What follows belongs to an exercise in optimizing a design on an open flow for small area, a short achievable clock period and few clock cycles per item; a production flow would make more cautious choices. At most, simulation tests tie the RTL to the original design; equivalence was not proved.

==> job 2144 <==
==> flow/design.v (excerpt) <==
module lut_master #(parameter data_width = 16) (
		input wire clk,
		input wire reset,
		input wire req,
		input wire [8 - 1 : 0] lut_handle,
		input wire [data_width - 1 : 0] req_arg,
		output wire [data_width - 1 : 0] data_out,
		output reg valid,
		output reg invalid_request
	);
==> flow/config.mk <==
export PLATFORM = sky130hd
export DESIGN_NAME = lut_master
export DESIGN_NICKNAME = lut_master
export VERILOG_FILES = /design/flow/design.v
export SDC_FILE = /design/flow/constraint.sdc
export NUM_CORES = 4
export LEC_CHECK = 0
export ABC_AREA = 1
export CAP_MARGIN = 20
export CORE_MARGIN = 2
export CORE_UTILIZATION = 45
export PLACE_DENSITY = 0.6
export SLEW_MARGIN = 20
export SYNTH_MEMORY_MAX_BITS = 70000
==> flow/constraint.sdc <==
create_clock -name core_clock -period 8.0 [get_ports {clk}]
set_input_delay 1.6000 -clock core_clock [delete_from_list [all_inputs] [get_ports {clk}]]
set_output_delay 1.6000 -clock core_clock [all_outputs]
set_load 0.01 [all_outputs]
standard.sh (not shown) runs the stock make flow with config.mk's settings and CLKGATE_MAP_FILE= SYNTH_SCRIPT=/design/flow/synth_recipe.tcl, a recipe that flattens the netlist after the stock synthesis.
==> flow/flow/run.sh <==
#!/bin/bash
# Standard layout, with the input and output ports buffered by buf_4 cells
# instead of the delay buffers buffer_ports picks by default.
set -euo pipefail
bash standard.sh "BUFFER_PORTS_ARGS=-buffer_cell sky130_fd_sc_hd__buf_4" finish > make_finish.log 2>&1
==> job 956: changes against job 2144 <==
--- a/flow/design.v
+++ b/flow/design.v
@@ -8,14 +8,14 @@
 		input  wire [4:0]  xt,
 		input  wire        mirror,
 		input  wire        neg,
 		output wire [15:0] ya,
 		output wire [15:0] yb,
 		output wire        c7,
-		output wire [6:0]  lo,
-		output wire [14:0] delta
+		output wire [7:0]  dh,
+		output wire        e
 	);
 	reg [3:0] tp_s, tp_t;
 	reg [4:0] qp_s, qp_t;
 	reg [3:0] tn_s, tn_t;
 	always @(*) begin
 		case (xs)
@@ -278,13 +278,12 @@
 	wire nt_91_s = nt_65_c ^ nt_66_s ^ nt_89_c;
 	wire nt_91_c = (nt_65_c & nt_66_s) | (nt_65_c & nt_89_c) | (nt_66_s & nt_89_c);
 	wire [22:0] nt_a = {nt_90_s, nt_87_s, nt_84_s, nt_79_s, nt_69_s, nt_54_s, nt_68_s, nt_77_c, nt_91_c, nt_91_s, nt_89_s, nt_86_s, nt_82_c, nt_81_c, nt_81_s, nt_88_s, nt_85_s, nt_80_s, nt_70_c, nt_70_s, nt_55_s, nt_1_s, nt_0_s};
 	wire [22:0] nt_b = {1'b0, 1'b0, 1'b0, 1'b0, 1'b0, nt_68_c, nt_78_c, nt_78_s, nt_77_s, 1'b0, 1'b0, 1'b0, nt_83_s, nt_82_s, nt_88_c, 1'b0, 1'b0, 1'b0, nt_71_s, 1'b0, 1'b0, nt_34_s, 1'b0};
 	wire [7:0] s2 = {1'b0, nt_a[6:0]} + {1'b0, nt_b[6:0]};
 	assign c7 = s2[7];
-	assign lo = s2[6:0];
 	assign ya = nt_a[22:7];
 	assign yb = nt_b[22:7];
 	wire dt_0_s = c1[1] ^ (c2[1] & tn[0]) ^ (c2[0] & tn[1]);
 	wire dt_0_c = (c1[1] & (c2[1] & tn[0])) | (c1[1] & (c2[0] & tn[1])) | ((c2[1] & tn[0]) & (c2[0] & tn[1]));
 	wire dt_1_s = c1[2] ^ (c2[2] & tn[0]) ^ (c2[1] & tn[1]);
 	wire dt_1_c = (c1[2] & (c2[2] & tn[0])) | (c1[2] & (c2[1] & tn[1])) | ((c2[2] & tn[0]) & (c2[1] & tn[1]));
@@ -329,28 +328,30 @@
 	wire dt_21_s = ~tn[3] ^ c1[12] ^ dt_20_c;
 	wire dt_21_c = (~tn[3] & c1[12]) | (~tn[3] & dt_20_c) | (c1[12] & dt_20_c);
 	wire dt_22_s = ~tn[3] ^ c1[13] ^ dt_21_c;
 	wire dt_22_c = (~tn[3] & c1[13]) | (~tn[3] & dt_21_c) | (c1[13] & dt_21_c);
 	wire [14:0] dt_a = {dt_22_c, dt_22_s, dt_21_s, dt_20_s, dt_19_s, dt_17_s, dt_13_s, dt_16_s, dt_18_s, dt_14_c, dt_10_s, dt_8_c, dt_8_s, dt_0_s, c1[0]};
 	wire [14:0] dt_b = {~tn[3], 1'b0, 1'b0, 1'b0, 1'b0, 1'b0, dt_16_c, dt_18_c, 1'b0, dt_15_s, dt_14_s, dt_9_s, 1'b0, 1'b0, (c2[0] & tn[0])};
-	assign delta = dt_a + dt_b;
+	wire [14:0] delta = dt_a + dt_b;
+	wire [8:0] s3 = {2'b0, delta[6:0]} + {2'b0, nt_a[6:0]} + {2'b0, nt_b[6:0]};
+	assign dh = delta[14:7];
+	assign e  = s3[7] ^ s2[7];
 endmodule
 module lut_interp (
 		input  wire [15:0] ya,
 		input  wire [15:0] yb,
 		input  wire        c7,
-		input  wire [6:0]  lo,
-		input  wire [14:0] delta,
+		input  wire [7:0]  dh,
+		input  wire        e,
 		input  wire [3:0]  frac,
 		input  wire        mirror,
 		input  wire        neg,
 		output wire [15:0] interpolated
 	);
 	wire dneg = mirror ^ neg;
-	wire [14:0] dsum = delta + {8'd0, lo};
-	wire [7:0] d = dsum[14:7];
+	wire [7:0] d = dh + {7'd0, e};
 	wire ee = dneg & frac[3] & d[0];
 	wire gt_0_s = ya[0] ^ yb[0] ^ c7;
 	wire gt_0_c = (ya[0] & yb[0]) | (ya[0] & c7) | (yb[0] & c7);
 	wire gt_1_s = ((frac[3] & d[1]) ^ mirror) ^ ((frac[2] & d[2]) ^ mirror) ^ ((frac[1] & d[3]) ^ mirror);
 	wire gt_1_c = (((frac[3] & d[1]) ^ mirror) & ((frac[2] & d[2]) ^ mirror)) | (((frac[3] & d[1]) ^ mirror) & ((frac[1] & d[3]) ^ mirror)) | (((frac[2] & d[2]) ^ mirror) & ((frac[1] & d[3]) ^ mirror));
 	wire gt_2_s = ((frac[0] & d[4]) ^ mirror) ^ (mirror & d[0]) ^ (ee ^ mirror);
@@ -609,43 +610,43 @@
 	wire [3:0] frac   = is_tanh ? req_arg[4:1] : req_arg[3:0];
 	wire [22:0] k;
 	wire [13:0] c1;
 	wire [5:0]  c2;
 	wire [15:0] ya, yb;
 	wire        c7;
-	wire [6:0]  lo;
-	wire [14:0] delta;
+	wire [7:0]  dh;
+	wire        e;
 	lut_coef_rom coef (.addr({is_tanh, pair_a[9:4]}), .k(k), .c1(c1), .c2(c2));
 	lut_eval eval (
 		.k(k), .c1(c1), .c2(c2),
 		.is_tanh(is_tanh),
 		.xs({req_arg[13], req_arg[7:4]}),
 		.xt({req_arg[15], req_arg[8:5]}),
 		.mirror(mirror),
 		.neg(neg),
-		.ya(ya), .yb(yb), .c7(c7), .lo(lo), .delta(delta)
+		.ya(ya), .yb(yb), .c7(c7), .dh(dh), .e(e)
 	);
 	reg [15:0] ya_r, yb_r;
 	reg        c7_r;
-	reg [6:0]  lo_r;
-	reg [14:0] delta_r;
+	reg [7:0]  dh_r;
+	reg        e_r;
 	reg [3:0]  frac_r;
 	reg        mirror_r;
 	reg        neg_r;
 	always @(posedge clk) begin
 		ya_r     <= ya;
 		yb_r     <= yb;
 		c7_r     <= c7;
-		lo_r     <= lo;
-		delta_r  <= delta;
+		dh_r     <= dh;
+		e_r      <= e;
 		frac_r   <= frac;
 		mirror_r <= mirror;
 		neg_r    <= neg;
 	end
 	lut_interp interp (
-		.ya(ya_r), .yb(yb_r), .c7(c7_r), .lo(lo_r), .delta(delta_r),
+		.ya(ya_r), .yb(yb_r), .c7(c7_r), .dh(dh_r), .e(e_r),
 		.frac(frac_r),
 		.mirror(mirror_r),
 		.neg(neg_r),
 		.interpolated(data_out)
 	);
 endmodule
==> flow/flow/run.sh (replaced) <==
#!/bin/bash
# Standard layout, with two changes: the input and output ports are buffered
# by buf_4 cells instead of the delay buffers buffer_ports picks by default,
# and synthesis leaves the adders to abc instead of mapping them to the
# platform's full/half adder cells (the registers are the standard ones).
set -euo pipefail
bash standard.sh "BUFFER_PORTS_ARGS=-buffer_cell sky130_fd_sc_hd__buf_4" "ADDER_MAP_FILE=" finish > make_finish.log 2>&1
--- a/flow/config.mk
+++ b/flow/config.mk
@@ -5,10 +5,11 @@
 export SDC_FILE = /design/flow/constraint.sdc
 export NUM_CORES = 4
 export LEC_CHECK = 0
 export ABC_AREA = 1
 export CAP_MARGIN = 20
 export CORE_MARGIN = 2
-export CORE_UTILIZATION = 45
-export PLACE_DENSITY = 0.6
+export CORE_UTILIZATION = 35
+export PLACE_DENSITY = 0.45
+export SETUP_SLACK_MARGIN = 2.0
 export SLEW_MARGIN = 20
 export SYNTH_MEMORY_MAX_BITS = 70000
==> job 2204: changes against job 2144 <==
--- a/flow/design.v
+++ b/flow/design.v
@@ -8,14 +8,14 @@
 		input  wire [4:0]  xt,
 		input  wire        mirror,
 		input  wire        neg,
 		output wire [15:0] ya,
 		output wire [15:0] yb,
 		output wire        c7,
-		output wire [6:0]  lo,
-		output wire [14:0] delta
+		output wire [7:0]  dh,
+		output wire        e
 	);
 	reg [3:0] tp_s, tp_t;
 	reg [4:0] qp_s, qp_t;
 	reg [3:0] tn_s, tn_t;
 	always @(*) begin
 		case (xs)
@@ -278,13 +278,12 @@
 	wire nt_91_s = nt_65_c ^ nt_66_s ^ nt_89_c;
 	wire nt_91_c = (nt_65_c & nt_66_s) | (nt_65_c & nt_89_c) | (nt_66_s & nt_89_c);
 	wire [22:0] nt_a = {nt_90_s, nt_87_s, nt_84_s, nt_79_s, nt_69_s, nt_54_s, nt_68_s, nt_77_c, nt_91_c, nt_91_s, nt_89_s, nt_86_s, nt_82_c, nt_81_c, nt_81_s, nt_88_s, nt_85_s, nt_80_s, nt_70_c, nt_70_s, nt_55_s, nt_1_s, nt_0_s};
 	wire [22:0] nt_b = {1'b0, 1'b0, 1'b0, 1'b0, 1'b0, nt_68_c, nt_78_c, nt_78_s, nt_77_s, 1'b0, 1'b0, 1'b0, nt_83_s, nt_82_s, nt_88_c, 1'b0, 1'b0, 1'b0, nt_71_s, 1'b0, 1'b0, nt_34_s, 1'b0};
 	wire [7:0] s2 = {1'b0, nt_a[6:0]} + {1'b0, nt_b[6:0]};
 	assign c7 = s2[7];
-	assign lo = s2[6:0];
 	assign ya = nt_a[22:7];
 	assign yb = nt_b[22:7];
 	wire dt_0_s = c1[1] ^ (c2[1] & tn[0]) ^ (c2[0] & tn[1]);
 	wire dt_0_c = (c1[1] & (c2[1] & tn[0])) | (c1[1] & (c2[0] & tn[1])) | ((c2[1] & tn[0]) & (c2[0] & tn[1]));
 	wire dt_1_s = c1[2] ^ (c2[2] & tn[0]) ^ (c2[1] & tn[1]);
 	wire dt_1_c = (c1[2] & (c2[2] & tn[0])) | (c1[2] & (c2[1] & tn[1])) | ((c2[2] & tn[0]) & (c2[1] & tn[1]));
@@ -329,28 +328,30 @@
 	wire dt_21_s = ~tn[3] ^ c1[12] ^ dt_20_c;
 	wire dt_21_c = (~tn[3] & c1[12]) | (~tn[3] & dt_20_c) | (c1[12] & dt_20_c);
 	wire dt_22_s = ~tn[3] ^ c1[13] ^ dt_21_c;
 	wire dt_22_c = (~tn[3] & c1[13]) | (~tn[3] & dt_21_c) | (c1[13] & dt_21_c);
 	wire [14:0] dt_a = {dt_22_c, dt_22_s, dt_21_s, dt_20_s, dt_19_s, dt_17_s, dt_13_s, dt_16_s, dt_18_s, dt_14_c, dt_10_s, dt_8_c, dt_8_s, dt_0_s, c1[0]};
 	wire [14:0] dt_b = {~tn[3], 1'b0, 1'b0, 1'b0, 1'b0, 1'b0, dt_16_c, dt_18_c, 1'b0, dt_15_s, dt_14_s, dt_9_s, 1'b0, 1'b0, (c2[0] & tn[0])};
-	assign delta = dt_a + dt_b;
+	wire [14:0] delta = dt_a + dt_b;
+	wire [8:0] s3 = {2'b0, delta[6:0]} + {2'b0, nt_a[6:0]} + {2'b0, nt_b[6:0]};
+	assign dh = delta[14:7];
+	assign e  = s3[7] ^ s2[7];
 endmodule
 module lut_interp (
 		input  wire [15:0] ya,
 		input  wire [15:0] yb,
 		input  wire        c7,
-		input  wire [6:0]  lo,
-		input  wire [14:0] delta,
+		input  wire [7:0]  dh,
+		input  wire        e,
 		input  wire [3:0]  frac,
 		input  wire        mirror,
 		input  wire        neg,
 		output wire [15:0] interpolated
 	);
 	wire dneg = mirror ^ neg;
-	wire [14:0] dsum = delta + {8'd0, lo};
-	wire [7:0] d = dsum[14:7];
+	wire [7:0] d = dh + {7'd0, e};
 	wire ee = dneg & frac[3] & d[0];
 	wire gt_0_s = ya[0] ^ yb[0] ^ c7;
 	wire gt_0_c = (ya[0] & yb[0]) | (ya[0] & c7) | (yb[0] & c7);
 	wire gt_1_s = ((frac[3] & d[1]) ^ mirror) ^ ((frac[2] & d[2]) ^ mirror) ^ ((frac[1] & d[3]) ^ mirror);
 	wire gt_1_c = (((frac[3] & d[1]) ^ mirror) & ((frac[2] & d[2]) ^ mirror)) | (((frac[3] & d[1]) ^ mirror) & ((frac[1] & d[3]) ^ mirror)) | (((frac[2] & d[2]) ^ mirror) & ((frac[1] & d[3]) ^ mirror));
 	wire gt_2_s = ((frac[0] & d[4]) ^ mirror) ^ (mirror & d[0]) ^ (ee ^ mirror);
@@ -609,43 +610,43 @@
 	wire [3:0] frac   = is_tanh ? req_arg[4:1] : req_arg[3:0];
 	wire [22:0] k;
 	wire [13:0] c1;
 	wire [5:0]  c2;
 	wire [15:0] ya, yb;
 	wire        c7;
-	wire [6:0]  lo;
-	wire [14:0] delta;
+	wire [7:0]  dh;
+	wire        e;
 	lut_coef_rom coef (.addr({is_tanh, pair_a[9:4]}), .k(k), .c1(c1), .c2(c2));
 	lut_eval eval (
 		.k(k), .c1(c1), .c2(c2),
 		.is_tanh(is_tanh),
 		.xs({req_arg[13], req_arg[7:4]}),
 		.xt({req_arg[15], req_arg[8:5]}),
 		.mirror(mirror),
 		.neg(neg),
-		.ya(ya), .yb(yb), .c7(c7), .lo(lo), .delta(delta)
+		.ya(ya), .yb(yb), .c7(c7), .dh(dh), .e(e)
 	);
 	reg [15:0] ya_r, yb_r;
 	reg        c7_r;
-	reg [6:0]  lo_r;
-	reg [14:0] delta_r;
+	reg [7:0]  dh_r;
+	reg        e_r;
 	reg [3:0]  frac_r;
 	reg        mirror_r;
 	reg        neg_r;
 	always @(posedge clk) begin
 		ya_r     <= ya;
 		yb_r     <= yb;
 		c7_r     <= c7;
-		lo_r     <= lo;
-		delta_r  <= delta;
+		dh_r     <= dh;
+		e_r      <= e;
 		frac_r   <= frac;
 		mirror_r <= mirror;
 		neg_r    <= neg;
 	end
 	lut_interp interp (
-		.ya(ya_r), .yb(yb_r), .c7(c7_r), .lo(lo_r), .delta(delta_r),
+		.ya(ya_r), .yb(yb_r), .c7(c7_r), .dh(dh_r), .e(e_r),
 		.frac(frac_r),
 		.mirror(mirror_r),
 		.neg(neg_r),
 		.interpolated(data_out)
 	);
 endmodule
==> flow/flow/run.sh (replaced) <==
#!/bin/bash
# Standard layout, with two changes: the input and output ports are buffered
# by buf_4 cells instead of the delay buffers buffer_ports picks by default,
# and synthesis leaves the adders to abc instead of mapping them to the
# platform's full/half adder cells (the registers are the standard ones).
set -euo pipefail
bash standard.sh "BUFFER_PORTS_ARGS=-buffer_cell sky130_fd_sc_hd__buf_4" "ADDER_MAP_FILE=" finish > make_finish.log 2>&1
--- a/flow/config.mk
+++ b/flow/config.mk
@@ -5,10 +5,11 @@
 export SDC_FILE = /design/flow/constraint.sdc
 export NUM_CORES = 4
 export LEC_CHECK = 0
 export ABC_AREA = 1
 export CAP_MARGIN = 20
 export CORE_MARGIN = 2
-export CORE_UTILIZATION = 45
-export PLACE_DENSITY = 0.6
+export CORE_UTILIZATION = 55
+export PLACE_DENSITY = 0.65
+export SETUP_SLACK_MARGIN = 2.0
 export SLEW_MARGIN = 20
 export SYNTH_MEMORY_MAX_BITS = 70000
==> out/results.ini <==
[status]
status = complete, no violations

[clocking]
cts_resized = 7

[logic_synthesis]
syn-cell-area_um2 = 13090

[routing]
wl_um = 59760
met1_length_um = 26120

[power]
p_sw_frac = 0.5919

-- figures above: job 956

==> out/results.ini <==
[global_route]
use_met1 = 0.4608

[status]
status = complete, no violations

[final_layout]
largest_reg_flops = 16
postLayoutCellArea_um2 = 12750
num_antenna_cells = 1

[power]
p_leak_nw = 6.661
p_sw_frac = 0.5470

[logic_synthesis]
syn-cell-area_um2 = 11830
synth_fa_ha_area_frac = 0.3064

[floorplan]
core_um2 = 25910

[routing]
antenna_left = 0

-- figures above: job 2144

==> out/results.ini <==
[routing]
wl_um = 62650
met1_length_um = 22130

[status]
status = complete, no violations

[power]
p_sw_frac = 0.6218

[clocking]
cts_resized = 11

[logic_synthesis]
syn-cell-area_um2 = 13090

-- figures above: job 2204

Testbench counts of job 956, summed over its fixed seeds: cycles 12,008, items 12,000.
Testbench counts of job 2204, summed over its fixed seeds: cycles 12,008, items 12,000.
Function not checked in job 2144: the RTL went through the layout flow alone.

-- what the ideal ports hide --
Ports are ideal in the flow. The routed layouts listed here were re-timed in OpenROAD. Step 1 (the two cells are an assumption about what drives the block):
set clk [get_ports {clk}]
set_driving_cell -lib_cell sky130_fd_sc_hd__clkbuf_16 $clk
set_driving_cell -lib_cell sky130_fd_sc_hd__buf_2 [delete_from_list [all_inputs] $clk]
Step 2 adds t to the input delays and takes it off the output delays; t is the mean of the earliest and latest rising clock arrival at the registers after step 1. Input paths then give back, and output paths get back, about the clock's delay inside the block. Slacks: ideal ports / drivers / drivers and shift; pairs: ideal ports / drivers.
| run | t, ns | setup WS [ns] | hold WS [ns] | worst slew at a driven data input, ns | cell pins on the clock port's net |
|---|---|---|---|---|---|
| job 2144 | 0.356 | 0.472 / 0.425 / 0.279 | 0.475 / 0.475 / 0.475 | 0.04 | 1 |
| job 956 | 0.355 | 2.391 / 2.338 / 2.066 | 0.481 / 0.481 / 0.481 | 0.06 | 1 |
| job 2204 | 0.351 | 1.162 / 1.112 / 1.463 | 0.486 / 0.486 / 0.486 | 0.04 | 1 |
After both steps every run listed still meets setup and hold. The setup slack of job 956, which loses most, moves by -0.053 ns with the drivers and by -0.325 ns with both steps.
